Background: an optimization exercise with open tools, aiming at small area. Do not read the settings as production practice.
At most, simulation tests tie the RTL to the original design; equivalence was not proved.
Only the layout flow was run in runs 1 and 2; the RTL was not checked for function there.
Power is estimated from default activity; no workload was simulated.

<file path="flow/run.sh">
#!/bin/bash
# synth_recipe.tcl (not shown) runs the flow's synth.tcl, then flattens the netlist and writes it again
# the make line also repeats each setting of config.mk as NAME=value (left out here)
make -C /OpenROAD-flow-scripts/flow DESIGN_CONFIG=/design/flow/config.mk WORK_HOME=/design/flow/orfs CLKGATE_MAP_FILE= SYNTH_SCRIPT=/design/flow/synth_recipe.tcl finish
</file>
<file path="flow/config.mk">
export PLATFORM = sky130hd
export DESIGN_NAME = decodeAndMap
export DESIGN_NICKNAME = decodeAndMap
export VERILOG_FILES = /design/flow/design.v
export SDC_FILE = /design/flow/constraint.sdc
export NUM_CORES = 8
export LEC_CHECK = 0
export CAP_MARGIN = 30
export CORE_MARGIN = 2
export CORE_UTILIZATION = 40
export CTS_BUF_LIST = sky130_fd_sc_hd__clkbuf_4 sky130_fd_sc_hd__clkbuf_8 sky130_fd_sc_hd__clkbuf_16
export CTS_CLUSTER_DIAMETER = 100
export CTS_CLUSTER_SIZE = 30
export SLEW_MARGIN = 20
</file>
<file path="flow/constraint.sdc">
create_clock -name core_clock -period 12.0 [get_ports {clock}]
set_input_delay 2.4000 -clock core_clock [delete_from_list [all_inputs] [get_ports {clock}]]
set_output_delay 2.4000 -clock core_clock [all_outputs]
set_load 0.01 [all_outputs]
</file>
<file path="flow/design.v">
module decodeAndMap(drawX, drawY, drawColour, WE, resetn, clock, shapeselect, inputColour, vs_n, rotateX, rotateY, rotateZ, invert, pitch, roll, yaw, doneShape);
    input clock, resetn, vs_n, invert, rotateX, rotateY, rotateZ;
    input [1:0] shapeselect;
    input [2:0] inputColour;
    output [8:0] drawX, drawY;
    output [2:0] drawColour;
    output WE;
    output [7:0] pitch, roll, yaw;
    output doneShape;
    function [12:0] rca;
        input [11:0] a, b;
        input ci;
        integer k;
        reg c;
        begin
            c = ci;
            for (k = 0; k < 12; k = k + 1) begin
                rca[k] = a[k] ^ b[k] ^ c;
                c = (a[k] & b[k]) | (a[k] & c) | (b[k] & c);
            end
            rca[12] = c;
        end
    endfunction
    localparam S_CLEAR = 4'd0, S_PAIR = 4'd1, S_W1 = 4'd2, S_C1 = 4'd3, S_W2 = 4'd4,
               S_C2 = 4'd5, S_NEG = 4'd6, S_SWP = 4'd7, S_DRAW = 4'd8, S_ROTW = 4'd9,
               S_ROT = 4'd10, S_WAIT = 4'd11, S_WAIT2 = 4'd12, S_DONE = 4'd13;
    reg [3:0] st;
    reg [1:0] shp;
    reg lvs_n;
    wire restart = ~resetn | (shapeselect != shp);
    reg [3:0] bi, wi;
    wire bend = (bi == 4'd15);
    wire wend = (wi == 4'd11);
    reg load;
    reg [191:0] rx, ry, rz;
    reg [3:0] ea, eb;
    wire [2:0] vbit;
    wire edge_ab;
    shapeTypeLUT lut(shp, wi, bi, ea, eb, vbit, edge_ab);
    wire [12:0] bi_inc = rca({8'd0, bi}, 12'd0, 1'b1);
    wire [12:0] wi_inc = rca({8'd0, wi}, 12'd0, 1'b1);
    wire [3:0] nw = wend ? 4'd0 : wi_inc[3:0];
    wire [12:0] ea_inc = rca({8'd0, ea}, 12'd0, 1'b1);
    wire [12:0] eb_inc = rca({8'd0, eb}, 12'd0, 1'b1);
    wire [12:0] ea_inc2 = rca({8'd0, ea}, 12'd1, 1'b1);
    wire eb_last = (eb == 4'd11);
    wire pair_last = eb_last & (ea == 4'd10);
    reg [2:0] rs;         
    reg [1:0] wax;        
    reg win;              
    reg sa, sb;           
    reg [1:0] cA, cB;     
    reg coA, coB;         
    wire odd = rs[2] | (rs[1] & rs[0]);
    wire head = (wi[0] == odd);
    reg a0, a2, a6, a11, b0, b2, b6, b11;
    always @(*) begin
        case (wax)
            2'd0: begin
                a0 = ry[0]; a2 = ry[2]; a6 = ry[6]; a11 = ry[11];
                b0 = rz[0]; b2 = rz[2]; b6 = rz[6]; b11 = rz[11];
            end
            2'd1: begin
                a0 = rz[0]; a2 = rz[2]; a6 = rz[6]; a11 = rz[11];
                b0 = rx[0]; b2 = rx[2]; b6 = rx[6]; b11 = rx[11];
            end
            default: begin
                a0 = rx[0]; a2 = rx[2]; a6 = rx[6]; a11 = rx[11];
                b0 = ry[0]; b2 = ry[2]; b6 = ry[6]; b11 = ry[11];
            end
        endcase
    end
    wire lt2 = ~bi[3] & ~bi[2] & ~bi[1];
    wire lt6 = ~bi[3] & ~(bi[2] & bi[1]);
    wire qA1 = head ? b0 : sb;
    wire qA4 = head ? (~lt2 & b2) : (lt2 ? b2 : sb);
    wire qA64 = head ? (~lt6 & b6) : (lt6 ? b6 : sb);
    wire pA = head ? a0 : sa;
    wire qB1 = head ? a0 : sa;
    wire qB4 = head ? (~lt2 & a2) : (lt2 ? a2 : sa);
    wire qB64 = head ? (~lt6 & a6) : (lt6 ? a6 : sa);
    wire pB = head ? b0 : sb;
    wire nA = ~invert;
    wire nB = invert;
    wire i0 = head & (bi == 4'd0);
    wire i11 = head & (bi == 4'd11);
    wire [1:0] cinA = i0 ? {1'b1, nA} : cA;
    wire [1:0] cinB = i0 ? {1'b1, nB} : cB;
    wire oA1 = qA64 ^ nA, oA2 = ~(qA4 ^ nA), oA3 = qA1 ^ nA, oA4 = ~pA;
    wire oB1 = qB64 ^ nB, oB2 = ~(qB4 ^ nB), oB3 = qB1 ^ nB, oB4 = ~pB;
    wire sA1 = oA1 ^ oA2 ^ oA3, kA1 = (oA1 & oA2) | (oA1 & oA3) | (oA2 & oA3);
    wire sA2 = sA1 ^ oA4 ^ cinA[0], kA2 = (sA1 & oA4) | (sA1 & cinA[0]) | (oA4 & cinA[0]);
    wire dA = sA2;
    wire [1:0] cAn = {kA1 & (kA2 | cinA[1]) | (kA2 & cinA[1]), kA1 ^ kA2 ^ cinA[1]};
    wire sB1 = oB1 ^ oB2 ^ oB3, kB1 = (oB1 & oB2) | (oB1 & oB3) | (oB2 & oB3);
    wire sB2 = sB1 ^ oB4 ^ cinB[0], kB2 = (sB1 & oB4) | (sB1 & cinB[0]) | (oB4 & cinB[0]);
    wire dB = sB2;
    wire [1:0] cBn = {kB1 & (kB2 | cinB[1]) | (kB2 & cinB[1]), kB1 ^ kB2 ^ cinB[1]};
    wire oinA = ~i11 & coA;
    wire oinB = ~i11 & coB;
    wire nbA = a11 ^ dA ^ oinA, coAn = (a11 & dA) | (a11 & oinA) | (dA & oinA);
    wire nbB = b11 ^ dB ^ oinB, coBn = (b11 & dB) | (b11 & oinB) | (dB & oinB);
    wire wact = win & (head ? (bi[3] & (bi[2] | (bi[1] & bi[0]))) : ~(bi[3] & (bi[2] | (bi[1] & bi[0]))));
    wire wrx = wact & (wax[1] | wax[0]);
    wire wry = wact & ~wax[0];
    wire wrz = wact & ~wax[1];
    wire nbx = wax[1] ? nbA : nbB;
    wire nby = wax[1] ? nbB : nbA;
    wire nbz = wax[0] ? nbA : nbB;
    wire [2:0] rs_n = wend ? rs + 3'd1 : rs;
    wire odd_n = rs_n[2] | (rs_n[1] & rs_n[0]);
    wire next_head = (nw[0] == odd_n);
    wire [1:0] ax_n = (rs_n == 3'd0 || rs_n == 3'd3) ? 2'd0 : ((rs_n == 3'd1 || rs_n == 3'd4) ? 2'd1 : 2'd2);
    wire en_n = (ax_n == 2'd0) ? rotateX : ((ax_n == 2'd1) ? rotateY : rotateZ);
    reg [7:0] rp, rr, ry8;
    reg cp, cr, cy;
    wire upd = (st == S_ROT) & (rs == 3'd0) & (wi == 4'd0) & ~bi[3];
    wire lsb = (bi[2:0] == 3'd0);
    wire op = upd & rotateX & invert, or_ = upd & rotateY & invert, oy = upd & rotateZ & invert;
    wire ip = upd & (lsb ? (rotateX & ~invert) : cp);
    wire ir = upd & (lsb ? (rotateY & ~invert) : cr);
    wire iy = upd & (lsb ? (rotateZ & ~invert) : cy);
    assign pitch = rp;
    assign roll = rr;
    assign yaw = ry8;
    reg [8:0] PX, PY, K, M, N;
    reg [9:0] H;
    reg ltx, lty, ge, bx, by, fb;
    wire tx = rx[0], ty = ry[0];
    wire [8:0] Ex = {rx[0], rx[1], rx[2], rx[3], rx[4], rx[5], rx[6], rx[7], rx[8]};
    wire [8:0] Ey = {ry[0], ry[1], ry[2], ry[3], ry[4], ry[5], ry[6], ry[7], ry[8]};
    wire wEx = Ex[8] | (Ex[7] & Ex[6] & (Ex[5] | Ex[4] | (Ex[3] & (Ex[2] | Ex[1]))));    
    wire wSx = PX[8] | (PX[7] & PX[6] & (PX[5] | PX[4] | (PX[3] & (PX[2] | PX[1]))));
    wire wEy = Ey[8] | (Ey[7] & Ey[6] & Ey[5] & Ey[4] & (Ey[3] | Ey[2] | Ey[1]));       
    wire wSy = PY[8] | (PY[7] & PY[6] & PY[5] & PY[4] & (PY[3] | PY[2] | PY[1]));
    wire dxb = tx ^ K[0] ^ bx, bxn = (~tx & K[0]) | (~(tx ^ K[0]) & bx);
    wire dyb = ty ^ M[0] ^ by, byn = (~ty & M[0]) | (~(ty ^ M[0]) & by);
    wire ltx_n = (wEx ^ wSx) ? wEx : bxn;
    wire lty_n = (wEy ^ wSy) ? wEy : byn;
    wire nkb = K[0] ^ (ltx & bx);
    wire nmb = M[0] ^ (lty & by);
    wire swp0 = (bi == 4'd5);
    wire swp8 = (bi == 4'd13);
    wire swp9 = (bi == 4'd14);
    wire mjb = ge ? K[0] : M[0];
    wire mnb = ge ? M[0] : K[0];
    wire dkb = mjb ^ mnb ^ bx, bkn = (~mjb & mnb) | (~(mjb ^ mnb) & bx);
    wire hA = ~(swp8 | swp9) & (ge ? K[1] : M[1]);
    wire hB = swp9 | ~mnb;
    wire hC = swp0 ? mjb : by;
    wire hb = hA ^ hB ^ hC, hcn = (hA & hB) | (hA & hC) | (hB & hC);
    wire minor = H[9];
    wire drawing = (st == S_DRAW);
    wire [12:0] asum = rca({2'b00, H}, {2'b00, minor ? {1'b0, K} : ~{1'b0, M}}, ~minor);
    wire xinc = ~(ltx ^ lty);
    wire [12:0] pxs = rca({3'd0, PX}, {3'd0, {9{~xinc & drawing}}}, xinc | ~drawing);
    wire [12:0] pys = rca({3'd0, PY}, 12'd0, 1'b1);
    wire [12:0] nds = rca({3'd0, N}, 12'h1ff, 1'b0);
    wire hit1 = (bi == 4'd3) & ((wi == ea) | (wi == eb));
    wire hit2 = (bi == 4'd3) & (wi == (fb ? ea : eb));
    always @(posedge clock) begin
        lvs_n <= vs_n;
        rx <= {rx[190:12], wrx ? nbx : rx[11], rx[10:1], load ? vbit[2] : rx[0], rx[191]};
        ry <= {ry[190:12], wry ? nby : ry[11], ry[10:1], load ? vbit[1] : ry[0], ry[191]};
        rz <= {rz[190:12], wrz ? nbz : rz[11], rz[10:1], load ? vbit[0] : rz[0], rz[191]};
        if (head & bend) begin
            sa <= a0;
            sb <= b0;
        end
        cA <= cAn;
        cB <= cBn;
        coA <= coAn;
        coB <= coBn;
        if (restart) begin
            rp <= 8'd0;
            rr <= 8'd0;
            ry8 <= 8'd0;
        end else begin
            rp <= {rp[0] ^ op ^ ip, rp[7:1]};
            rr <= {rr[0] ^ or_ ^ ir, rr[7:1]};
            ry8 <= {ry8[0] ^ oy ^ iy, ry8[7:1]};
        end
        cp <= (rp[0] & op) | (rp[0] & ip) | (op & ip);
        cr <= (rr[0] & or_) | (rr[0] & ir) | (or_ & ir);
        cy <= (ry8[0] & oy) | (ry8[0] & iy) | (oy & iy);
        if (restart) begin
            st <= S_CLEAR;
            shp <= shapeselect;
            bi <= 4'd0;
            wi <= 4'd0;
            load <= 1'b1;
            PX <= 9'd352;
            PY <= 9'd392;
            win <= 1'b0;
        end else begin
            bi <= bi_inc[3:0];
            if (bend) wi <= nw;
            if (load & bend & wend) load <= 1'b0;
            case (st)
                S_CLEAR: begin
                    if (PX == 9'd159) begin
                        PX <= 9'd352;
                        if (PY == 9'd119) begin
                            st <= S_PAIR;
                            ea <= 4'd0;
                            eb <= 4'd1;
                        end else
                            PY <= pys[8:0];
                    end else
                        PX <= pxs[8:0];
                end
                S_PAIR: begin
                    if (edge_ab)
                        st <= S_W1;
                    else if (pair_last)
                        st <= S_ROTW;
                    else if (eb_last) begin
                        ea <= ea_inc[3:0];
                        eb <= ea_inc2[3:0];
                    end else
                        eb <= eb_inc[3:0];
                end
                S_W1: begin
                    if (hit1) begin
                        K <= {tx, K[8:1]};
                        M <= {ty, M[8:1]};
                        fb <= (wi == eb);
                        st <= S_C1;
                    end
                end
                S_C1: begin
                    K <= {tx, K[8:1]};
                    M <= {ty, M[8:1]};
                    if (bi == 4'd11) begin
                        PX <= Ex;
                        PY <= Ey;
                        st <= S_W2;
                    end
                end
                S_W2: begin
                    if (hit2) begin
                        K <= {dxb, K[8:1]};
                        M <= {dyb, M[8:1]};
                        bx <= bxn;
                        by <= byn;
                        st <= S_C2;
                    end else begin
                        bx <= 1'b0;
                        by <= 1'b0;
                    end
                end
                S_C2: begin
                    K <= {dxb, K[8:1]};
                    M <= {dyb, M[8:1]};
                    bx <= bxn;
                    by <= byn;
                    if (bi == 4'd11) begin
                        ltx <= ltx_n;
                        lty <= lty_n;
                        if (lty_n) begin
                            PX <= Ex;
                            PY <= Ey;
                        end
                        bx <= 1'b0;
                        by <= 1'b0;
                        ge <= 1'b1;
                        st <= S_NEG;
                    end
                end
                S_NEG: begin
                    K <= {nkb, K[8:1]};
                    M <= {nmb, M[8:1]};
                    bx <= bx | K[0];
                    by <= by | M[0];
                    if (nkb ^ nmb) ge <= nkb;
                    if (bi == 4'd4) begin
                        bx <= 1'b0;
                        st <= S_SWP;
                    end
                end
                S_SWP: begin
                    if (~swp9) begin
                        K <= {dkb, K[8:1]};
                        M <= {mnb, M[8:1]};
                        N <= {mjb, N[8:1]};
                    end
                    bx <= bkn;
                    by <= hcn;
                    H <= {hb, H[9:1]};
                    if (swp9) st <= S_DRAW;
                end
                S_DRAW: begin
                    if (N == 9'd0) begin
                        if (pair_last)
                            st <= S_ROTW;
                        else begin
                            st <= S_PAIR;
                            if (eb_last) begin
                                ea <= ea_inc[3:0];
                                eb <= ea_inc2[3:0];
                            end else
                                eb <= eb_inc[3:0];
                        end
                    end else begin
                        N <= nds[8:0];
                        H <= asum[9:0];
                        if (ge | minor) PX <= pxs[8:0];
                        if (~ge | minor) PY <= pys[8:0];
                    end
                end
                S_ROTW: begin
                    if (bend & wend) begin
                        st <= S_ROT;
                        rs <= 3'd0;
                        win <= rotateX;
                        wax <= 2'd0;
                    end
                end
                S_ROT: begin
                    if (bend) begin
                        rs <= rs_n;
                        if (next_head) begin
                            win <= (rs_n <= 3'd5) & en_n;
                            wax <= ax_n;
                        end else if (!head)
                            win <= 1'b0;
                        if (rs_n == 3'd6 && nw == 4'd1)
                            st <= S_WAIT;
                    end
                end
                S_WAIT: begin
                    if (lvs_n & ~vs_n) st <= S_WAIT2;
                end
                S_WAIT2: begin
                    if (bi[2:0] == 3'd7) st <= S_DONE;
                end
                default: begin  
                    st <= S_CLEAR;
                    PX <= 9'd352;
                    PY <= 9'd392;
                end
            endcase
        end
    end
    wire [12:0] sx = rca({3'd0, PX}, 12'd160, 1'b0);
    wire [12:0] sy = rca({3'd0, PY}, 12'd120, 1'b0);
    assign drawX = sx[8:0];
    assign drawY = sy[8:0];
    assign WE = (st == S_CLEAR) | (drawing & (PX != 9'd352) & (PY != 9'd392));
    assign drawColour = drawing ? inputColour : 3'd0;
    assign doneShape = (st == S_DONE);
endmodule
module shapeTypeLUT (
    input wire [1:0] shapeselect,
    input wire [3:0] vi,       
    input wire [3:0] bi,       
    input wire [3:0] ea,       
    input wire [3:0] eb,
    output reg [2:0] vbit,     
    output reg edge_ab         
);
    always @(*) begin
        case ({shapeselect, vi, bi})
            10'd1: vbit = 3'd1;
            10'd5: vbit = 3'd1;
            10'd7: vbit = 3'd1;
            10'd8: vbit = 3'd1;
            10'd17: vbit = 3'd1;
            10'd18: vbit = 3'd1;
            10'd19: vbit = 3'd3;
            10'd20: vbit = 3'd3;
            10'd22: vbit = 3'd3;
            10'd23: vbit = 3'd2;
            10'd25: vbit = 3'd7;
            10'd26: vbit = 3'd7;
            10'd27: vbit = 3'd7;
            10'd28: vbit = 3'd7;
            10'd29: vbit = 3'd7;
            10'd30: vbit = 3'd7;
            10'd31: vbit = 3'd7;
            10'd33: vbit = 3'd1;
            10'd34: vbit = 3'd1;
            10'd35: vbit = 3'd3;
            10'd36: vbit = 3'd3;
            10'd38: vbit = 3'd3;
            10'd39: vbit = 3'd2;
            10'd41: vbit = 3'd7;
            10'd42: vbit = 3'd3;
            10'd43: vbit = 3'd3;
            10'd44: vbit = 3'd3;
            10'd45: vbit = 3'd3;
            10'd46: vbit = 3'd3;
            10'd47: vbit = 3'd3;
            10'd48: vbit = 3'd2;
            10'd49: vbit = 3'd3;
            10'd50: vbit = 3'd3;
            10'd51: vbit = 3'd3;
            10'd52: vbit = 3'd1;
            10'd54: vbit = 3'd3;
            10'd57: vbit = 3'd3;
            10'd58: vbit = 3'd1;
            10'd59: vbit = 3'd1;
            10'd60: vbit = 3'd1;
            10'd61: vbit = 3'd1;
            10'd62: vbit = 3'd1;
            10'd63: vbit = 3'd1;
            10'd265: vbit = 3'd1;
            10'd281: vbit = 3'd1;
            10'd282: vbit = 3'd1;
            10'd283: vbit = 3'd1;
            10'd284: vbit = 3'd1;
            10'd285: vbit = 3'd1;
            10'd286: vbit = 3'd1;
            10'd287: vbit = 3'd1;
            10'd297: vbit = 3'd2;
            10'd313: vbit = 3'd2;
            10'd314: vbit = 3'd2;
            10'd315: vbit = 3'd2;
            10'd316: vbit = 3'd2;
            10'd317: vbit = 3'd2;
            10'd318: vbit = 3'd2;
            10'd319: vbit = 3'd2;
            10'd329: vbit = 3'd4;
            10'd345: vbit = 3'd4;
            10'd346: vbit = 3'd4;
            10'd347: vbit = 3'd4;
            10'd348: vbit = 3'd4;
            10'd349: vbit = 3'd4;
            10'd350: vbit = 3'd4;
            10'd351: vbit = 3'd4;
            10'd521: vbit = 3'd7;
            10'd522: vbit = 3'd7;
            10'd523: vbit = 3'd7;
            10'd524: vbit = 3'd7;
            10'd525: vbit = 3'd7;
            10'd526: vbit = 3'd7;
            10'd527: vbit = 3'd7;
            10'd537: vbit = 3'd7;
            10'd538: vbit = 3'd6;
            10'd539: vbit = 3'd6;
            10'd540: vbit = 3'd6;
            10'd541: vbit = 3'd6;
            10'd542: vbit = 3'd6;
            10'd543: vbit = 3'd6;
            10'd553: vbit = 3'd7;
            10'd554: vbit = 3'd5;
            10'd555: vbit = 3'd5;
            10'd556: vbit = 3'd5;
            10'd557: vbit = 3'd5;
            10'd558: vbit = 3'd5;
            10'd559: vbit = 3'd5;
            10'd569: vbit = 3'd7;
            10'd570: vbit = 3'd3;
            10'd571: vbit = 3'd3;
            10'd572: vbit = 3'd3;
            10'd573: vbit = 3'd3;
            10'd574: vbit = 3'd3;
            10'd575: vbit = 3'd3;
            10'd585: vbit = 3'd7;
            10'd586: vbit = 3'd1;
            10'd587: vbit = 3'd1;
            10'd588: vbit = 3'd1;
            10'd589: vbit = 3'd1;
            10'd590: vbit = 3'd1;
            10'd591: vbit = 3'd1;
            10'd601: vbit = 3'd7;
            10'd602: vbit = 3'd2;
            10'd603: vbit = 3'd2;
            10'd604: vbit = 3'd2;
            10'd605: vbit = 3'd2;
            10'd606: vbit = 3'd2;
            10'd607: vbit = 3'd2;
            10'd617: vbit = 3'd7;
            10'd633: vbit = 3'd7;
            10'd634: vbit = 3'd4;
            10'd635: vbit = 3'd4;
            10'd636: vbit = 3'd4;
            10'd637: vbit = 3'd4;
            10'd638: vbit = 3'd4;
            10'd639: vbit = 3'd4;
            10'd777: vbit = 3'd4;
            10'd784: vbit = 3'd4;
            10'd785: vbit = 3'd2;
            10'd786: vbit = 3'd4;
            10'd787: vbit = 3'd2;
            10'd789: vbit = 3'd4;
            10'd790: vbit = 3'd6;
            10'd791: vbit = 3'd6;
            10'd792: vbit = 3'd2;
            10'd800: vbit = 3'd4;
            10'd801: vbit = 3'd2;
            10'd802: vbit = 3'd7;
            10'd803: vbit = 3'd2;
            10'd804: vbit = 3'd1;
            10'd805: vbit = 3'd5;
            10'd806: vbit = 3'd4;
            10'd807: vbit = 3'd7;
            10'd808: vbit = 3'd1;
            10'd816: vbit = 3'd5;
            10'd817: vbit = 3'd2;
            10'd818: vbit = 3'd7;
            10'd819: vbit = 3'd3;
            10'd821: vbit = 3'd4;
            10'd822: vbit = 3'd4;
            10'd823: vbit = 3'd6;
            10'd824: vbit = 3'd1;
            10'd825: vbit = 3'd2;
            10'd826: vbit = 3'd2;
            10'd827: vbit = 3'd2;
            10'd828: vbit = 3'd2;
            10'd829: vbit = 3'd2;
            10'd830: vbit = 3'd2;
            10'd831: vbit = 3'd2;
            10'd832: vbit = 3'd5;
            10'd833: vbit = 3'd3;
            10'd834: vbit = 3'd6;
            10'd835: vbit = 3'd2;
            10'd836: vbit = 3'd1;
            10'd837: vbit = 3'd5;
            10'd838: vbit = 3'd5;
            10'd839: vbit = 3'd7;
            10'd841: vbit = 3'd3;
            10'd842: vbit = 3'd3;
            10'd843: vbit = 3'd3;
            10'd844: vbit = 3'd3;
            10'd845: vbit = 3'd3;
            10'd846: vbit = 3'd3;
            10'd847: vbit = 3'd3;
            10'd848: vbit = 3'd4;
            10'd849: vbit = 3'd2;
            10'd850: vbit = 3'd7;
            10'd851: vbit = 3'd3;
            10'd853: vbit = 3'd4;
            10'd854: vbit = 3'd5;
            10'd855: vbit = 3'd6;
            10'd857: vbit = 3'd1;
            10'd858: vbit = 3'd1;
            10'd859: vbit = 3'd1;
            10'd860: vbit = 3'd1;
            10'd861: vbit = 3'd1;
            10'd862: vbit = 3'd1;
            10'd863: vbit = 3'd1;
            10'd873: vbit = 3'd4;
            10'd874: vbit = 3'd4;
            10'd875: vbit = 3'd4;
            10'd876: vbit = 3'd4;
            10'd877: vbit = 3'd4;
            10'd878: vbit = 3'd4;
            10'd879: vbit = 3'd4;
            10'd880: vbit = 3'd4;
            10'd881: vbit = 3'd6;
            10'd882: vbit = 3'd2;
            10'd883: vbit = 3'd4;
            10'd884: vbit = 3'd6;
            10'd885: vbit = 3'd2;
            10'd888: vbit = 3'd4;
            10'd889: vbit = 3'd6;
            10'd890: vbit = 3'd6;
            10'd891: vbit = 3'd6;
            10'd892: vbit = 3'd6;
            10'd893: vbit = 3'd6;
            10'd894: vbit = 3'd6;
            10'd895: vbit = 3'd6;
            10'd896: vbit = 3'd6;
            10'd897: vbit = 3'd6;
            10'd898: vbit = 3'd1;
            10'd899: vbit = 3'd5;
            10'd900: vbit = 3'd6;
            10'd901: vbit = 3'd2;
            10'd902: vbit = 3'd3;
            10'd904: vbit = 3'd6;
            10'd905: vbit = 3'd7;
            10'd906: vbit = 3'd7;
            10'd907: vbit = 3'd7;
            10'd908: vbit = 3'd7;
            10'd909: vbit = 3'd7;
            10'd910: vbit = 3'd7;
            10'd911: vbit = 3'd7;
            10'd912: vbit = 3'd5;
            10'd913: vbit = 3'd7;
            10'd915: vbit = 3'd4;
            10'd916: vbit = 3'd7;
            10'd917: vbit = 3'd3;
            10'd918: vbit = 3'd3;
            10'd919: vbit = 3'd1;
            10'd920: vbit = 3'd6;
            10'd921: vbit = 3'd5;
            10'd922: vbit = 3'd5;
            10'd923: vbit = 3'd5;
            10'd924: vbit = 3'd5;
            10'd925: vbit = 3'd5;
            10'd926: vbit = 3'd5;
            10'd927: vbit = 3'd5;
            10'd928: vbit = 3'd5;
            10'd929: vbit = 3'd6;
            10'd930: vbit = 3'd1;
            10'd931: vbit = 3'd5;
            10'd932: vbit = 3'd6;
            10'd933: vbit = 3'd2;
            10'd934: vbit = 3'd2;
            10'd936: vbit = 3'd7;
            10'd937: vbit = 3'd4;
            10'd938: vbit = 3'd4;
            10'd939: vbit = 3'd4;
            10'd940: vbit = 3'd4;
            10'd941: vbit = 3'd4;
            10'd942: vbit = 3'd4;
            10'd943: vbit = 3'd4;
            10'd944: vbit = 3'd6;
            10'd945: vbit = 3'd6;
            10'd946: vbit = 3'd1;
            10'd947: vbit = 3'd4;
            10'd948: vbit = 3'd7;
            10'd949: vbit = 3'd3;
            10'd950: vbit = 3'd2;
            10'd951: vbit = 3'd1;
            10'd952: vbit = 3'd7;
            10'd953: vbit = 3'd6;
            10'd954: vbit = 3'd6;
            10'd955: vbit = 3'd6;
            10'd956: vbit = 3'd6;
            10'd957: vbit = 3'd6;
            10'd958: vbit = 3'd6;
            10'd959: vbit = 3'd6;
            default: vbit = 3'd0;
        endcase
    end
    always @(*) begin
        case ({shapeselect, ea, eb})
            10'd1: edge_ab = 1'b1;
            10'd2: edge_ab = 1'b1;
            10'd3: edge_ab = 1'b1;
            10'd18: edge_ab = 1'b1;
            10'd19: edge_ab = 1'b1;
            10'd35: edge_ab = 1'b1;
            10'd258: edge_ab = 1'b1;
            10'd259: edge_ab = 1'b1;
            10'd260: edge_ab = 1'b1;
            10'd261: edge_ab = 1'b1;
            10'd274: edge_ab = 1'b1;
            10'd275: edge_ab = 1'b1;
            10'd276: edge_ab = 1'b1;
            10'd277: edge_ab = 1'b1;
            10'd292: edge_ab = 1'b1;
            10'd293: edge_ab = 1'b1;
            10'd308: edge_ab = 1'b1;
            10'd309: edge_ab = 1'b1;
            10'd513: edge_ab = 1'b1;
            10'd514: edge_ab = 1'b1;
            10'd515: edge_ab = 1'b1;
            10'd533: edge_ab = 1'b1;
            10'd535: edge_ab = 1'b1;
            10'd548: edge_ab = 1'b1;
            10'd551: edge_ab = 1'b1;
            10'd564: edge_ab = 1'b1;
            10'd565: edge_ab = 1'b1;
            10'd582: edge_ab = 1'b1;
            10'd598: edge_ab = 1'b1;
            10'd615: edge_ab = 1'b1;
            10'd769: edge_ab = 1'b1;
            10'd770: edge_ab = 1'b1;
            10'd771: edge_ab = 1'b1;
            10'd772: edge_ab = 1'b1;
            10'd773: edge_ab = 1'b1;
            10'd786: edge_ab = 1'b1;
            10'd789: edge_ab = 1'b1;
            10'd793: edge_ab = 1'b1;
            10'd794: edge_ab = 1'b1;
            10'd803: edge_ab = 1'b1;
            10'd810: edge_ab = 1'b1;
            10'd811: edge_ab = 1'b1;
            10'd820: edge_ab = 1'b1;
            10'd823: edge_ab = 1'b1;
            10'd827: edge_ab = 1'b1;
            10'd837: edge_ab = 1'b1;
            10'd839: edge_ab = 1'b1;
            10'd840: edge_ab = 1'b1;
            10'd856: edge_ab = 1'b1;
            10'd857: edge_ab = 1'b1;
            10'd871: edge_ab = 1'b1;
            10'd872: edge_ab = 1'b1;
            10'd873: edge_ab = 1'b1;
            10'd874: edge_ab = 1'b1;
            10'd875: edge_ab = 1'b1;
            10'd888: edge_ab = 1'b1;
            10'd891: edge_ab = 1'b1;
            10'd905: edge_ab = 1'b1;
            10'd922: edge_ab = 1'b1;
            10'd939: edge_ab = 1'b1;
            default: edge_ab = 1'b0;
        endcase
    end
endmodule
</file>
==> results by group, run 1 <==
Finish
  • Layout net count: 1751
  • ANT cells: 0
  • Area delta synth->final: 9.32%
  • Layout cells sized above 1: 0.0444
  • Fin util: 0.444

Logic synthesis
  • YS warnings: 2
  • Netlist Area Pre-Place: 20900 um2
  • EDFF count, synth: 60
  • Post-Syn Area per Cell: 12.7 um2
  • Yosys reg bits: 702
  • Area leader, netlist: dfxtp_1
  • Dominant synthesized flop cell: dfxtp_1
  • Async SR Flop Fraction: 0
  • Synthesized Nets: 1734
  • Synth cell types: 84
  • Cells after Synth: 1644
  • Top cell type's share of synthesized area: 0.615
  • Seq/Total Area, Yosys: 0.701
  • Synth top area cells: dfxtp_1 61%, edfxtp_1 8.6%, ha_1 2.9%

Placed design
  • Place WS: 5.90 ns
  • HPWL Detailed: 22600 um
  • Placer Congestion: 0.838
  • I/O Buffers: 58

Timing
  • Tmin final: 5.88 ns
  • Achievable Freq: 170 MHz
  • Clock Skews: 0.0203 ns
  • Slew @ Worst Pin: 0.795 ns
  • Slew headroom: 0.465
  • Final Max Slew Viols: 0
  • Final hold violation count: 0
  • RSZ-0062 raised after global routing: no
  • Final worst setup slack: 6.12 ns
  • Tcrit/Tclk final: 0.490
  • Number of setup violations in the final report: 0
  • Final setup TNS: 0 ns

Clocking
  • CTS clk-pin slew, worst paths: 0.11 ns
  • Setup Buffers After CTS: 0
  • H-tree Lvls: 1
  • Deepest clock path buffer count: 3
  • Number of cells upsized or downsized after cts: 0
  • Hold Buf Count CTS: 0
  • Worst-skew pair later-pin latency: 0.60 ns
  • CTS tree: yes
  • CTS Buf Count: 28
  • Clock root buffer: clkbuf_16
  • Clock sink count: 702

Worst setup path
  • CP Launch Point: inputColour[2]
  • Element type at the critical path end: output pin
  • CP max-delay cell: clkdlybuf4s50_1
  • Worst EP required: 9.60 ns
  • Reg2reg start: st[0]$_SDFFE_PP0P_
  • Critical path class: in -> out
  • Crit path launch type: primary input
  • CP Buf/Inv Count: 2
  • Critical-path cell list: clkdlybuf4s50_1 -> and2_1 -> clkdlybuf4s50_1
  • Worst EP arrival: 3.48 ns
  • Top delay family on crit path: buffers and inverters
  • Largest stage delay, worst path: 0.52 ns
  • R2r endpoint: PX[8]$_SDFFE_PP1P_
  • CP dominant cell by count: clkdlybuf4s50_1
  • R2R Setup Slk: 7.15 ns
  • CP Max Fanout: 1
  • Reg2reg path depth: 15

Floorplanning
  • Die width: 233 um
  • Vert. Die Dim: 233 um
  • Area of the core: 51500 um2
  • Die area: 54100 um2
  • Initial core utilization: 0.406
  • Core Rows: 83
  • I/O Pins: 59

Pwr
  • Clock power frac: 0.319
  • Peak supply drop: 0.117 mV
  • Sw frac: 0.198
  • Static Leak: 0.00879 uW
  • Combinational share of power: 0.013
  • NetSw: 705 uW
  • Pint: 2850 uW
  • Seq pwr share: 0.668
  • PD cells: 155 nW/um2

Route
  • Via count of the routed design: 11212
  • DRT Pass-1 Iters: 5
  • Antenna-violating nets left: 0
  • DRC viols: 0
  • WL final: 34900 um
  • Post-DR vias/cell: 4.78
  • Initial DRC Count: 782
  • WL/cell: 14.9 um

Min path
  • WHS Path Cells: 0
  • Hold Crit Class: reg -> reg
  • Worst Hold End: ry[44]$_DFF_P_
  • Min-delay src: ry[43]$_DFF_P_

Global routing
  • Largest net degree at the start of global routing: 38
  • Gr ovfl total: 0
  • Gr usage total: 0.131
  • Global-route wire length before repair: 58300 um
  • Vias in the first global route: 10956
  • Initial antenna violation count: 0

Job
  • Number of max-cap violations: 0

Run status
  • Status: finished clean
==> routing by layer <==
metal	wire, um	up-vias	track usage
met4	629	0	0.0267
met2	14400	255	0.192
met1	18100	5359	0.203
met3	1770	45	0.0230
li1	-	5553	-
met5	0	-	0
==> cells by family (layout without fill, tap and decap cells) <==
family          after synthesis  after routing  synth area share
flops                       702            702             0.701
simple gates                349            349            0.0847
compound gates              270            270            0.0855
buf+inv                     162            185            0.0341
fa+ha+maj                    79             79            0.0576
xor+xnor                     48             48            0.0208
mux                          34             34            0.0164
==> cells in the final DEF (no fill, tap or decap), types with 28 or more instances in the layout <==
cell             count
fa_1                29
mux2i_1             32
clkbuf_16           28
nor2_1              91
o21ai_0             70
nand2_1             97
inv_1               73
clkdlybuf4s50_1     58
and2_1              30
a21oi_1             52
dfxtp_1            642
ha_1                49
edfxtp_1            60
==> state kept, by name, summed over array words and instances, names as in the netlist, 8 cells and up <==
name	cells
PY	9
rr	8
K	9
M	9
rz	192
rx	192
ry	192
PX	9
ry8	8
rp	8
N	9
H	10
==> cell usage after synthesis, drive strengths merged (10+ instances only) <==
cell,n
nor4,11
o22ai,10
ha,49
o211ai,10
a22oi,15
fa,29
a211oi,19
o21ai,72
mux2i,32
inv,75
buf,39
edfxtp,60
nand2b,19
a21oi,52
clkbuf,45
nand3,12
nand2,97
xor2,23
dfxtp,642
nor2,92
xnor2,25
a31oi,15
nor3,28
nor2b,10
and2,31
==> stage by stage <==
stage	area [um2]	power, uW	std cells	hold slack [ns]
after floorplan	20900	2460	1644	0.310
after global placement	22000	2470	2309	0.311
after detailed placement	22000	2480	2309	0.312
after CTS	22800	3600	2345	0.328
after global routing	22900	3690	2347	0.336
final	22900	3550	2347	0.324
==> power groups by stage <==
stage	clock (uW)	combinational (uW)	sequential (uW)
global route	1260	53.9	2380
CTS	1180	48.6	2370
detailed placement	0	48.3	2430
finish	1130	47.7	2370
floorplan	0	33.8	2420
global placement	0	46.6	2430
==> how the worst max path moves through the flow <==
stage / to / slack [ns] / depth (start not counted)
CTS: drawColour[2] / 6.11 / 3
detailed placement: ea[3]$_SDFFCE_PN0P_ / 5.90 / 7
global route: drawColour[1] / 6.07 / 3
global placement: drawColour[1] / 6.11 / 3
finish: drawColour[2] / 6.12 / 3
floorplan: K[0]$_DFFE_PP_ / 6.53 / 6
==> final cells by class <==
class                           instances  area, um2
Tap cell                              680        851
Clock inverter                          6        100
Inverter                               78        293
Fill cell                            4718      28700
Sequential cell                       702      14700
Timing Repair Buffer                   71        678
Clock buffer                           30        716
Multi-Input combinational cell        780       5560
==> run 2: changes to the inputs <==
--- a/flow/config.mk
+++ b/flow/config.mk
@@ -7,7 +7,7 @@
 export LEC_CHECK = 0
 export CAP_MARGIN = 30
 export CORE_MARGIN = 2
-export CORE_UTILIZATION = 40
+export CORE_UTILIZATION = 60
 export CTS_BUF_LIST = sky130_fd_sc_hd__clkbuf_4 sky130_fd_sc_hd__clkbuf_8 sky130_fd_sc_hd__clkbuf_16
 export CTS_CLUSTER_DIAMETER = 100
 export CTS_CLUSTER_SIZE = 30
==> results by group, run 2 <==
Run status
  • Status: finished clean

Pwr
  • Sw frac: 0.196
  • Total Power: 3520 uW
  • PD cells: 156 nW/um2
  • Static Leak: 0.00878 uW
  • NetSw: 691 uW
  • Peak supply drop: 0.172 mV
  • Clock power frac: 0.312
  • Combinational share of power: 0.013
  • Pint: 2830 uW
  • Seq pwr share: 0.675

Logic synthesis
  • Cells after Synth: 1644
  • Seq/Total Area, Yosys: 0.701
  • Largest family of logic cells by synthesized area: compound AO/OA/AOI/OAI gates
  • Most frequent cell after synthesis: dfxtp_1
  • YS warnings: 2
  • Dominant synthesized flop cell: dfxtp_1
  • Mux cell area share after synthesis: 0.0164
  • Synth Area in XOR/XNOR: 0.0208
  • Most frequent cells after synthesis: 642 x dfxtp_1, 97 x nand2_1, 91 x nor2_1
  • Area leader, netlist: dfxtp_1
  • Synthesized Nets: 1734
  • Synth cell types: 84
  • EDFF count, synth: 60
  • Yosys reg bits: 702
  • Adder-cell share of the synthesized area: 0.0576
  • Netlist Area Pre-Place: 20900 um2
  • Top cell type's share of synthesized area: 0.615
  • Synth top area cells: dfxtp_1 61%, edfxtp_1 8.6%, ha_1 2.9%
  • Post-Syn Area per Cell: 12.7 um2
  • Simple logic cell fraction of the synthesized area: 0.0847
  • Async SR Flop Fraction: 0
  • Complex-gate fraction of the synthesized area: 0.0855

Route
  • Antenna-violating nets left: 0
  • Via count of the routed design: 11190
  • DRC viols: 0
  • WL/cell: 16.1 um
  • Initial DRC Count: 706
  • Post-DR vias/cell: 5.27
  • DRT Pass-1 Iters: 5
  • WL final: 34300 um

Finish
  • Most frequent cells in the layout: 642 x dfxtp_1, 97 x nand2_1, 91 x nor2_1
  • Fin util: 0.654
  • Top Registers: rx: 192 flops, ry: 192 flops, rz: 192 flops
  • Layout cells sized above 1: 0.0438
  • Layout fillers: 2640
  • ANT cells: 0
  • Layout net count: 1752
  • Finished Cell Area: 22500 um2
  • Most common cell after layout, fill and taps aside: dfxtp_1
  • Area delta synth->final: 7.82%

Timing
  • Tmin final: 5.90 ns
  • Slew @ Worst Pin: 0.823 ns
  • RSZ-0062 raised after global routing: no
  • Achievable Freq: 170 MHz
  • Tcrit/Tclk final: 0.492
  • Final hold violation count: 0
  • Final setup TNS: 0 ns
  • Slew headroom: 0.449
  • Hold slack: 0.325 ns
  • Clock Skews: 0.0160 ns
  • Final Max Slew Viols: 0
  • Number of setup violations in the final report: 0

Clocking
  • Worst-skew pair later-pin latency: 0.59 ns
  • CTS clk-pin slew, worst paths: 0.11 ns
  • CTS Buf Count: 28
  • Clock root buffer: clkbuf_16
  • Setup Buffers After CTS: 0
  • Number of cells upsized or downsized after cts: 0
  • CTS tree: yes
  • Clock sink count: 702
  • H-tree Lvls: 1
  • Hold Buf Count CTS: 0
  • Deepest clock path buffer count: 3

Global routing
  • Global-route wire length before repair: 56400 um
  • Gr usage total: 0.192
  • Vias in the first global route: 10757
  • Largest net degree at the start of global routing: 38
  • Initial antenna violation count: 0
  • Gr ovfl total: 0

Worst setup path
  • Critical-path cell list: clkdlybuf4s50_1 -> and2_1 -> clkdlybuf4s50_1
  • Critical path class: in -> out
  • Largest stage delay, worst path: 0.53 ns
  • Top delay family on crit path: buffers and inverters
  • Worst EP required: 9.60 ns
  • Crit path launch type: primary input
  • CP Max Fanout: 1
  • CP dominant cell by count: clkdlybuf4s50_1
  • CP max-delay cell: clkdlybuf4s50_1
  • CP Buf/Inv Count: 2
  • Element type at the critical path end: output pin
  • Worst EP arrival: 3.50 ns

Placed design
  • HPWL Detailed: 22100 um
  • Placed instance area: 21700 um2
  • I/O Buffers: 58
  • Placer Congestion: 0.868

Floorplanning
  • Vert. Die Dim: 191 um
  • Die width: 191 um
  • Core Rows: 68
  • Area of the core: 34500 um2
  • Die area: 36400 um2
  • Initial core utilization: 0.607
  • I/O Pins: 59

Min path
  • Hold Crit Class: reg -> reg

Job
  • Number of max-cap violations: 0
[run 2: cell types whose count changed in the layout (fill, tap and decap cells not counted), sizes merged]
| cell | previous run | this run |
|---|---|---|
| buf | 13 | 14 |
| bufinv | 1 | 0 |
[run 2: cells by family (layout without fill, tap and decap cells)]
kind of cell / count (synthesis) / count (layout)
adders and majority gates: 79 / 79
DFF: 702 / 702
muxes: 34 / 34
AOI/OAI and AO/OA: 270 / 270
xor gates and xnor gates: 48 / 48
buffers and inverters: 162 / 185
and+or+nand+nor: 349 / 349
[run 2: path summary, 6_finish.rpt]
kind                            slack (ns)        endpoint  cells past startpoint            from
worst min register to register        0.32   rz[4]$_DFF_P_                      0   rz[3]$_DFF_P_
worst max-delay path                  6.10   drawColour[1]                      3  inputColour[1]
worst max register to register        7.18  H[8]$_DFFE_PP_                     13  H[9]$_DFFE_PP_
worst min-delay path                  0.32   rz[4]$_DFF_P_                      0   rz[3]$_DFF_P_
[run 2: layout make-up]
type / instances / area [um2] / area share
clock buffers: 30 / 716 / 0.0318
clock inverters: 5 / 70.1 / 0.00311
inverters: 78 / 293 / 0.0130
multi-input cells: 780 / 5560 / 0.247
flip-flops and latches: 702 / 14700 / 0.650
well taps: 455 / 569 / 0.0253
repair buffers: 72 / 681 / 0.0302
[run 2: worst register-to-register path, delay by kind of cell, from the launching register on]
kind            cells  cell delay, ns
flops               1            0.81
compound gates      2            0.25
fa+ha+maj           9            3.36
buf+inv             2            0.13
[run 2: per-stage QoR]
stage | setup WS, ns | std cells
5_1_grt | 6.06 | 2122
3_3_place_gp | 6.11 | 2084
2_1_floorplan | 6.53 | 1644
6_report | 6.10 | 2122
3_5_place_dp | 6.08 | 2085
4_1_cts | 6.08 | 2120
[run 2: power groups by stage]
stage	Sequential [uW]	Combinational [uW]	Clock [uW]
2_1_floorplan	2420	33.8	0
3_3_place_gp	2430	45.7	0
3_5_place_dp	2430	47.3	0
4_1_cts	2370	47.5	1140
5_1_grt	2380	53.5	1210
6_report	2370	47.2	1100
[run 2: routing by layer]
metal  track usage  vias to the layer above  share of wire
met1         0.290                     5301           0.49
met4        0.0531                        0          0.024
met3        0.0215                       59          0.046
met2         0.293                      264           0.44
li1              -                     5566              -
met5             0                        -              0
==> run 3: changes to the inputs <==
--- a/flow/design.v
+++ b/flow/design.v
@@ -46,30 +46,15 @@
     wire eb_last = (eb == 4'd11);
     wire pair_last = eb_last & (ea == 4'd10);
     reg [2:0] rs;         
-    reg [1:0] wax;        
     reg win;              
+    reg wen;              
     reg sa, sb;           
     reg [1:0] cA, cB;     
     reg coA, coB;         
     wire odd = rs[2] | (rs[1] & rs[0]);
     wire head = (wi[0] == odd);
-    reg a0, a2, a6, a11, b0, b2, b6, b11;
-    always @(*) begin
-        case (wax)
-            2'd0: begin
-                a0 = ry[0]; a2 = ry[2]; a6 = ry[6]; a11 = ry[11];
-                b0 = rz[0]; b2 = rz[2]; b6 = rz[6]; b11 = rz[11];
-            end
-            2'd1: begin
-                a0 = rz[0]; a2 = rz[2]; a6 = rz[6]; a11 = rz[11];
-                b0 = rx[0]; b2 = rx[2]; b6 = rx[6]; b11 = rx[11];
-            end
-            default: begin
-                a0 = rx[0]; a2 = rx[2]; a6 = rx[6]; a11 = rx[11];
-                b0 = ry[0]; b2 = ry[2]; b6 = ry[6]; b11 = ry[11];
-            end
-        endcase
-    end
+    wire a0 = ry[0], a2 = ry[2], a6 = ry[6], a11 = ry[11];
+    wire b0 = rz[0], b2 = rz[2], b6 = rz[6], b11 = rz[11];
     wire lt2 = ~bi[3] & ~bi[2] & ~bi[1];
     wire lt6 = ~bi[3] & ~(bi[2] & bi[1]);
     wire qA1 = head ? b0 : sb;
@@ -90,23 +75,17 @@
     wire oB1 = qB64 ^ nB, oB2 = ~(qB4 ^ nB), oB3 = qB1 ^ nB, oB4 = ~pB;
     wire sA1 = oA1 ^ oA2 ^ oA3, kA1 = (oA1 & oA2) | (oA1 & oA3) | (oA2 & oA3);
     wire sA2 = sA1 ^ oA4 ^ cinA[0], kA2 = (sA1 & oA4) | (sA1 & cinA[0]) | (oA4 & cinA[0]);
-    wire dA = sA2;
+    wire dA = sA2 & wen;
     wire [1:0] cAn = {kA1 & (kA2 | cinA[1]) | (kA2 & cinA[1]), kA1 ^ kA2 ^ cinA[1]};
     wire sB1 = oB1 ^ oB2 ^ oB3, kB1 = (oB1 & oB2) | (oB1 & oB3) | (oB2 & oB3);
     wire sB2 = sB1 ^ oB4 ^ cinB[0], kB2 = (sB1 & oB4) | (sB1 & cinB[0]) | (oB4 & cinB[0]);
-    wire dB = sB2;
+    wire dB = sB2 & wen;
     wire [1:0] cBn = {kB1 & (kB2 | cinB[1]) | (kB2 & cinB[1]), kB1 ^ kB2 ^ cinB[1]};
     wire oinA = ~i11 & coA;
     wire oinB = ~i11 & coB;
     wire nbA = a11 ^ dA ^ oinA, coAn = (a11 & dA) | (a11 & oinA) | (dA & oinA);
     wire nbB = b11 ^ dB ^ oinB, coBn = (b11 & dB) | (b11 & oinB) | (dB & oinB);
     wire wact = win & (head ? (bi[3] & (bi[2] | (bi[1] & bi[0]))) : ~(bi[3] & (bi[2] | (bi[1] & bi[0]))));
-    wire wrx = wact & (wax[1] | wax[0]);
-    wire wry = wact & ~wax[0];
-    wire wrz = wact & ~wax[1];
-    wire nbx = wax[1] ? nbA : nbB;
-    wire nby = wax[1] ? nbB : nbA;
-    wire nbz = wax[0] ? nbA : nbB;
     wire [2:0] rs_n = wend ? rs + 3'd1 : rs;
     wire odd_n = rs_n[2] | (rs_n[1] & rs_n[0]);
     wire next_head = (nw[0] == odd_n);
@@ -160,9 +139,9 @@
     wire hit2 = (bi == 4'd3) & (wi == (fb ? ea : eb));
     always @(posedge clock) begin
         lvs_n <= vs_n;
-        rx <= {rx[190:12], wrx ? nbx : rx[11], rx[10:1], load ? vbit[2] : rx[0], rx[191]};
-        ry <= {ry[190:12], wry ? nby : ry[11], ry[10:1], load ? vbit[1] : ry[0], ry[191]};
-        rz <= {rz[190:12], wrz ? nbz : rz[11], rz[10:1], load ? vbit[0] : rz[0], rz[191]};
+        rx <= {rx[190:12], wact ? nbA : rx[11], rx[10:1], load ? vbit[2] : rx[0], rx[191]};
+        ry <= {ry[190:12], wact ? nbB : ry[11], ry[10:1], load ? vbit[1] : ry[0], ry[191]};
+        rz <= {rz[190:12], wact ? rx[11] : rz[11], rz[10:1], load ? vbit[0] : rz[0], rz[191]};
         if (head & bend) begin
             sa <= a0;
             sb <= b0;
@@ -312,16 +291,16 @@
                     if (bend & wend) begin
                         st <= S_ROT;
                         rs <= 3'd0;
-                        win <= rotateX;
-                        wax <= 2'd0;
+                        win <= 1'b1;
+                        wen <= rotateX;
                     end
                 end
                 S_ROT: begin
                     if (bend) begin
                         rs <= rs_n;
                         if (next_head) begin
-                            win <= (rs_n <= 3'd5) & en_n;
-                            wax <= ax_n;
+                            win <= (rs_n <= 3'd5);
+                            wen <= en_n;
                         end else if (!head)
                             win <= 1'b0;
                         if (rs_n == 3'd6 && nw == 4'd1)
--- a/flow/config.mk
+++ b/flow/config.mk
@@ -5,9 +5,10 @@
 export SDC_FILE = /design/flow/constraint.sdc
 export NUM_CORES = 8
 export LEC_CHECK = 0
+export ABC_AREA = 1
 export CAP_MARGIN = 30
 export CORE_MARGIN = 2
-export CORE_UTILIZATION = 60
+export CORE_UTILIZATION = 75
 export CTS_BUF_LIST = sky130_fd_sc_hd__clkbuf_4 sky130_fd_sc_hd__clkbuf_8 sky130_fd_sc_hd__clkbuf_16
 export CTS_CLUSTER_DIAMETER = 100
 export CTS_CLUSTER_SIZE = 30
==> results by group, run 3 <==
Run status
  • Status: finished clean

Clocking
  • CTS Buf Count: 27
  • H-tree Lvls: 1
  • Clock root buffer: clkbuf_16
  • CTS clk-pin slew, worst paths: 0.12 ns
  • Setup Buffers After CTS: 0
  • Clock sink count: 701
  • Number of cells upsized or downsized after cts: 0
  • Deepest clock path buffer count: 3
  • Hold Buf Count CTS: 0
  • CTS tree: yes
  • Worst-skew pair later-pin latency: 0.61 ns

Route
  • Initial DRC Count: 1474
  • Antenna-violating nets left: 0
  • Via count of the routed design: 13013
  • WL/cell: 21.9 um
  • DRC viols: 0
  • DRT Pass-1 Iters: 7
  • Post-DR vias/cell: 5.85
  • WL final: 48700 um

Logic synthesis
  • Yosys reg bits: 701
  • Synthesized Nets: 1914
  • Synth top area cells: dfxtp_1 62%, edfxtp_1 8.6%, nand2_1 5.2%
  • YS warnings: 2
  • Most frequent cells after synthesis: 642 x dfxtp_1, 288 x nand2_1, 189 x inv_1
  • Post-Syn Area per Cell: 11.3 um2
  • Top cell type's share of synthesized area: 0.623
  • Netlist Area Pre-Place: 20600 um2
  • Dominant synthesized flop cell: dfxtp_1
  • Synth cell types: 47
  • Cells after Synth: 1824
  • Seq/Total Area, Yosys: 0.708
  • Async SR Flop Fraction: 0
  • Area leader, netlist: dfxtp_1
  • Most frequent cell after synthesis: dfxtp_1
  • EDFF count, synth: 59

Pwr
  • Static Leak: 0.00952 uW
  • Peak supply drop: 0.143 mV
  • PD cells: 161 nW/um2

Timing
  • RSZ-0062 raised after global routing: no
  • Final setup TNS: 0 ns
  • Final hold violation count: 0
  • Tmin final: 5.96 ns
  • Clock Skews: 0.0205 ns
  • Final Max Slew Viols: 0
  • Number of setup violations in the final report: 0
  • Slew @ Worst Pin: 0.979 ns
  • Tcrit/Tclk final: 0.496
  • Achievable Freq: 168 MHz
  • Slew headroom: 0.342

Finish
  • ANT cells: 0
  • Area delta synth->final: 7.65%
  • Most frequent cells in the layout: 642 x dfxtp_1, 288 x nand2_1, 189 x inv_1
  • Fin util: 0.824
  • Layout net count: 1969
  • Most common cell after layout, fill and taps aside: dfxtp_1
  • Top Registers: rx: 192 flops, ry: 192 flops, rz: 192 flops
  • Layout cells sized above 1: 0.0520

Placed design
  • I/O Buffers: 58
  • HPWL Detailed: 30300 um
  • Placer Congestion: 0.919

Worst setup path
  • Element type at the critical path end: output pin
  • Largest stage delay, worst path: 0.56 ns
  • CP max-delay cell: clkdlybuf4s50_1
  • Critical path class: in -> out
  • Critical-path cell list: clkdlybuf4s50_1 -> inv_1 -> nor2_1 -> clkdlybuf4s50_1
  • Top delay family on crit path: buffers and inverters
  • CP Buf/Inv Count: 3
  • CP Max Fanout: 1
  • CP dominant cell by count: clkdlybuf4s50_1
  • Worst EP arrival: 3.56 ns
  • Worst EP required: 9.60 ns
  • Crit path launch type: primary input

Min path
  • Hold Crit Class: reg -> reg

Floorplanning
  • Die area: 28900 um2
  • Core Rows: 60
  • Vert. Die Dim: 170 um
  • I/O Pins: 59
  • Die width: 170 um
  • Area of the core: 27000 um2
  • Initial core utilization: 0.766

Global routing
  • Global-route wire length before repair: 75800 um
  • Largest net degree at the start of global routing: 46
  • Gr usage total: 0.348
  • Vias in the first global route: 13217
  • Gr ovfl total: 0
  • Initial antenna violation count: 0

Job
  • Number of max-cap violations: 0
==> run 3: cell types whose count changed in the layout (fill, tap and decap cells not counted), sizes merged, moves of 32 or more <==
cell	delta
inv	+134
mux2i	-32
nand2	+201
nand3	+49
nor2	+52
o21ai	+46
==> run 3: per-stage QoR <==
step / power [uW] / instance area (um2) / setup slack, ns / hold WS [ns] / std cells
after CTS: 3560 / 22200 / 6.02 / 0.327 / 2223
after global routing: 3640 / 22200 / 6.02 / 0.329 / 2224
final: 3570 / 22200 / 6.04 / 0.327 / 2224
after detailed placement: 2500 / 21500 / 6.02 / 0.312 / 2190
after floorplan: 2470 / 20600 / 6.85 / 0.310 / 1824
after global placement: 2490 / 21500 / 6.07 / 0.311 / 2189
==> run 3: area by class of cell <==
class / instances / area (um2)
clock buffer: 30 / 698
tap: 341 / 427
fill: 1321 / 4730
timing repair buffer: 64 / 623
clock inverter: 3 / 45.0
multi-input combinational: 874 / 5010
sequential: 701 / 14600
inverter: 211 / 797
==> run 3: cell families (layout without fill, tap and decap cells) <==
family                     Yosys count  in the layout  synth area share
xor gates and xnor gates            31             31            0.0132
adders and majority gates           79             79            0.0583
AOI/OAI and AO/OA                  219            219            0.0590
DFF                                701            701             0.708
buffers and inverters              249            308            0.0493
and+or+nand+nor                    545            545             0.112
==> run 3: final timing paths <==
check	from	slack [ns]	cells after the start	endpoint
worst max-delay path	inputColour[0]	6.04	4	drawColour[0]
worst min-delay path	ry[29]$_DFF_P_	0.33	0	ry[30]$_DFF_P_
worst max register to register	wi[0]$_SDFFE_PP0P_	6.68	15	ry[12]$_DFF_P_
worst min register to register	ry[29]$_DFF_P_	0.33	0	ry[30]$_DFF_P_
==> run 3: report_power, final <==
part	switching (uW)	leakage, uW	total [uW]	internal (uW)
Combinational	49.8	0.00345	77.4	27.6
Clock	677	0.000368	1100	426
Sequential	12.6	0.00570	2390	2380
==> run 3: metal layers <==
layer / track usage / up-vias / wire, um
met1: 0.428 / 6130 / 18100
met3: 0.0586 / 217 / 3760
li1: - / 5860 / -
met2: 0.597 / 806 / 24100
met5: 0 / - / 0
met4: 0.175 / 0 / 2790
==> run 4: changes to the inputs <==
--- a/flow/config.mk
+++ b/flow/config.mk
@@ -5,10 +5,9 @@
 export SDC_FILE = /design/flow/constraint.sdc
 export NUM_CORES = 8
 export LEC_CHECK = 0
-export ABC_AREA = 1
 export CAP_MARGIN = 30
 export CORE_MARGIN = 2
-export CORE_UTILIZATION = 75
+export CORE_UTILIZATION = 60
 export CTS_BUF_LIST = sky130_fd_sc_hd__clkbuf_4 sky130_fd_sc_hd__clkbuf_8 sky130_fd_sc_hd__clkbuf_16
 export CTS_CLUSTER_DIAMETER = 100
 export CTS_CLUSTER_SIZE = 30
==> results by group, run 4 <==
Logic synthesis
  • Dominant synthesized flop cell: dfxtp_1
  • YS warnings: 2
  • Most frequent cell after synthesis: dfxtp_1
  • Cells after Synth: 1613
  • Seq/Total Area, Yosys: 0.708
  • Area leader, netlist: dfxtp_1
  • Most frequent cells after synthesis: 642 x dfxtp_1, 91 x nand2_1, 84 x nor2_1
  • EDFF count, synth: 59
  • Yosys reg bits: 701
  • Synthesized Nets: 1703
  • Netlist Area Pre-Place: 20700 um2
  • Async SR Flop Fraction: 0
  • Synth cell types: 74
  • Top cell type's share of synthesized area: 0.622
  • Synth top area cells: dfxtp_1 62%, edfxtp_1 8.6%, ha_1 3.0%
  • Post-Syn Area per Cell: 12.8 um2

Clocking
  • Hold Buf Count CTS: 0
  • Number of cells upsized or downsized after cts: 0
  • CTS clk-pin slew, worst paths: 0.11 ns
  • Worst-skew pair later-pin latency: 0.60 ns
  • CTS Buf Count: 28
  • H-tree Lvls: 1
  • Clock root buffer: clkbuf_16
  • Deepest clock path buffer count: 3
  • CTS tree: yes
  • Setup Buffers After CTS: 0
  • Clock sink count: 701

Global routing
  • Global-route wire length before repair: 55200 um
  • Gr ovfl total: 0
  • Vias in the first global route: 10493
  • Gr usage total: 0.189
  • Largest net degree at the start of global routing: 41
  • Initial antenna violation count: 0

Route
  • Via count of the routed design: 10871
  • WL/cell: 16.1 um
  • DRT Pass-1 Iters: 5
  • WL final: 33500 um
  • DRC viols: 0
  • Initial DRC Count: 688
  • Post-DR vias/cell: 5.20
  • Antenna-violating nets left: 0

Worst setup path
  • Element type at the critical path end: output pin
  • CP dominant cell by count: clkdlybuf4s50_1
  • Crit path launch type: primary input
  • Worst EP required: 9.60 ns
  • Worst EP arrival: 3.48 ns
  • CP max-delay cell: clkdlybuf4s50_1
  • CP Max Fanout: 1
  • Largest stage delay, worst path: 0.52 ns
  • Critical path class: in -> out
  • Critical-path cell list: clkdlybuf4s50_1 -> and2_1 -> clkdlybuf4s50_1
  • CP Launch Point: inputColour[0]
  • Reg2reg start: H[9]$_DFFE_PP_

Pwr
  • PD cells: 159 nW/um2
  • Peak supply drop: 0.162 mV
  • Static Leak: 0.00886 uW

Job
  • Number of max-cap violations: 0

Min path
  • Min-delay src: rx[168]$_DFF_P_
  • Hold Crit Class: reg -> reg

Finish
  • Layout net count: 1725
  • Register Area: 14600 um2
  • Most common cell after layout, fill and taps aside: dfxtp_1
  • ANT cells: 0
  • Top Registers: rx: 192 flops, ry: 192 flops, rz: 192 flops
  • Multi-input gate area: 5360 um2
  • Layout cells sized above 1: 0.0500
  • Layout fillers: 2544
  • Most frequent cells in the layout: 642 x dfxtp_1, 91 x nand2_1, 84 x nor2_1
  • Area delta synth->final: 8.35%
  • Fin util: 0.664

Floorplanning
  • Die width: 190 um
  • I/O Pins: 59
  • Area of the core: 33700 um2
  • Initial core utilization: 0.613
  • Die area: 35900 um2
  • Vert. Die Dim: 190 um
  • Core Rows: 67

Placed design
  • HPWL Detailed: 21600 um
  • I/O Buffers: 58
  • Placer Congestion: 0.875

Timing
  • Tcrit/Tclk final: 0.490
  • Achievable Freq: 170 MHz
  • RSZ-0062 raised after global routing: no
  • Tmin final: 5.88 ns
  • Final Max Slew Viols: 0
  • Clock Skews: 0.0231 ns
  • Final hold violation count: 0
  • Number of setup violations in the final report: 0
  • Slew @ Worst Pin: 0.885 ns
  • Final setup TNS: 0 ns
  • Slew headroom: 0.408

Run status
  • Status: finished clean
run 4: routing by layer:
| metal | share of wire | GRT usage | vias to the layer above |
|---|---|---|---|
| met5 | 0 | 0 | - |
| met4 | 0.022 | 0.0420 | 0 |
| met3 | 0.051 | 0.0237 | 45 |
| met2 | 0.42 | 0.288 | 270 |
| met1 | 0.51 | 0.291 | 5139 |
| li1 | - | - | 5417 |
run 4: cell type report:
type / instances / area share
sequential: 701 / 0.654
multi-input combinational: 747 / 0.239
tap: 448 / 0.0251
clock buffer: 32 / 0.0334
inverter: 85 / 0.0143
clock inverter: 4 / 0.00391
timing repair buffer: 72 / 0.0304
run 4: worst max-delay path: cells and delay by family:
family	cells	cell delay, ns
buffers and inverters	2	0.97
and+or+nand+nor	1	0.11
run 4: per-stage QoR:
step,hold slack (ns),total power (uW),worst slack [ns],cell area [um2],instances
floorplan,0.310,2470,6.78,20700,1613
detailed placement,0.312,2480,6.11,21500,2053
global route,0.331,3680,6.08,22400,2089
global placement,0.311,2480,6.11,21500,2051
finish,0.325,3560,6.12,22400,2089
CTS,0.325,3590,6.11,22400,2089
run 4: logic make-up after synthesis:
logic type | share of synthesized area
xor+xnor | 0.0199
compound gates | 0.0788
buf+inv | 0.0331
flops | 0.708
mux | 0.0148
fa+ha+maj | 0.0590
simple gates | 0.0863
run 4: worst paths after layout:
kind / endpoint / slack, ns / cells past startpoint
hold / removal: rx[169]$_DFF_P_ / 0.32 / 0
setup reg to reg: H[8]$_DFFE_PP_ / 7.22 / 13
hold reg to reg: rx[169]$_DFF_P_ / 0.32 / 0
setup / recovery: drawColour[0] / 6.12 / 3
run 4: power breakdown:
part	switching [uW]	leakage, uW	internal (uW)	total [uW]
registers	6.39	0.00567	2370	2370
logic	33.0	0.00277	22.9	55.9
clock network	668	0.000407	460	1130

## static timing again, ports no longer ideal
In the flow no input, the clock included, has a driving cell. The finished layouts below were timed again as built, in two steps. Step 1: set_driving_cell puts a clkbuf_16 on clock and a buf_2 on each other input, an assumption about the parent block. Step 2 adds t to the input delays and takes it off the output delays; t is the mean of the earliest and latest rising clock arrival at the registers after step 1. Input paths then give back, and output paths get back, about the clock's delay inside the block. Slacks: ideal ports / drivers / drivers and shift; pairs: ideal ports / drivers.
run | shift t [ns] | setup slack, ns | worst setup path after step 2
run 1 | 0.635 | 6.115 / 6.087 / 6.087 | input to output
run 2 | 0.631 | 6.100 / 6.069 / 6.069 | input to output
run 3 | 0.651 | 6.045 / 6.021 / 5.775 | input to register
run 4 | 0.636 | 6.118 / 6.089 / 6.089 | input to output
After both steps setup and hold are still met in every run listed. The setup slack of run 3, which loses most, moves by -0.024 ns with the drivers and by -0.270 ns with both steps.
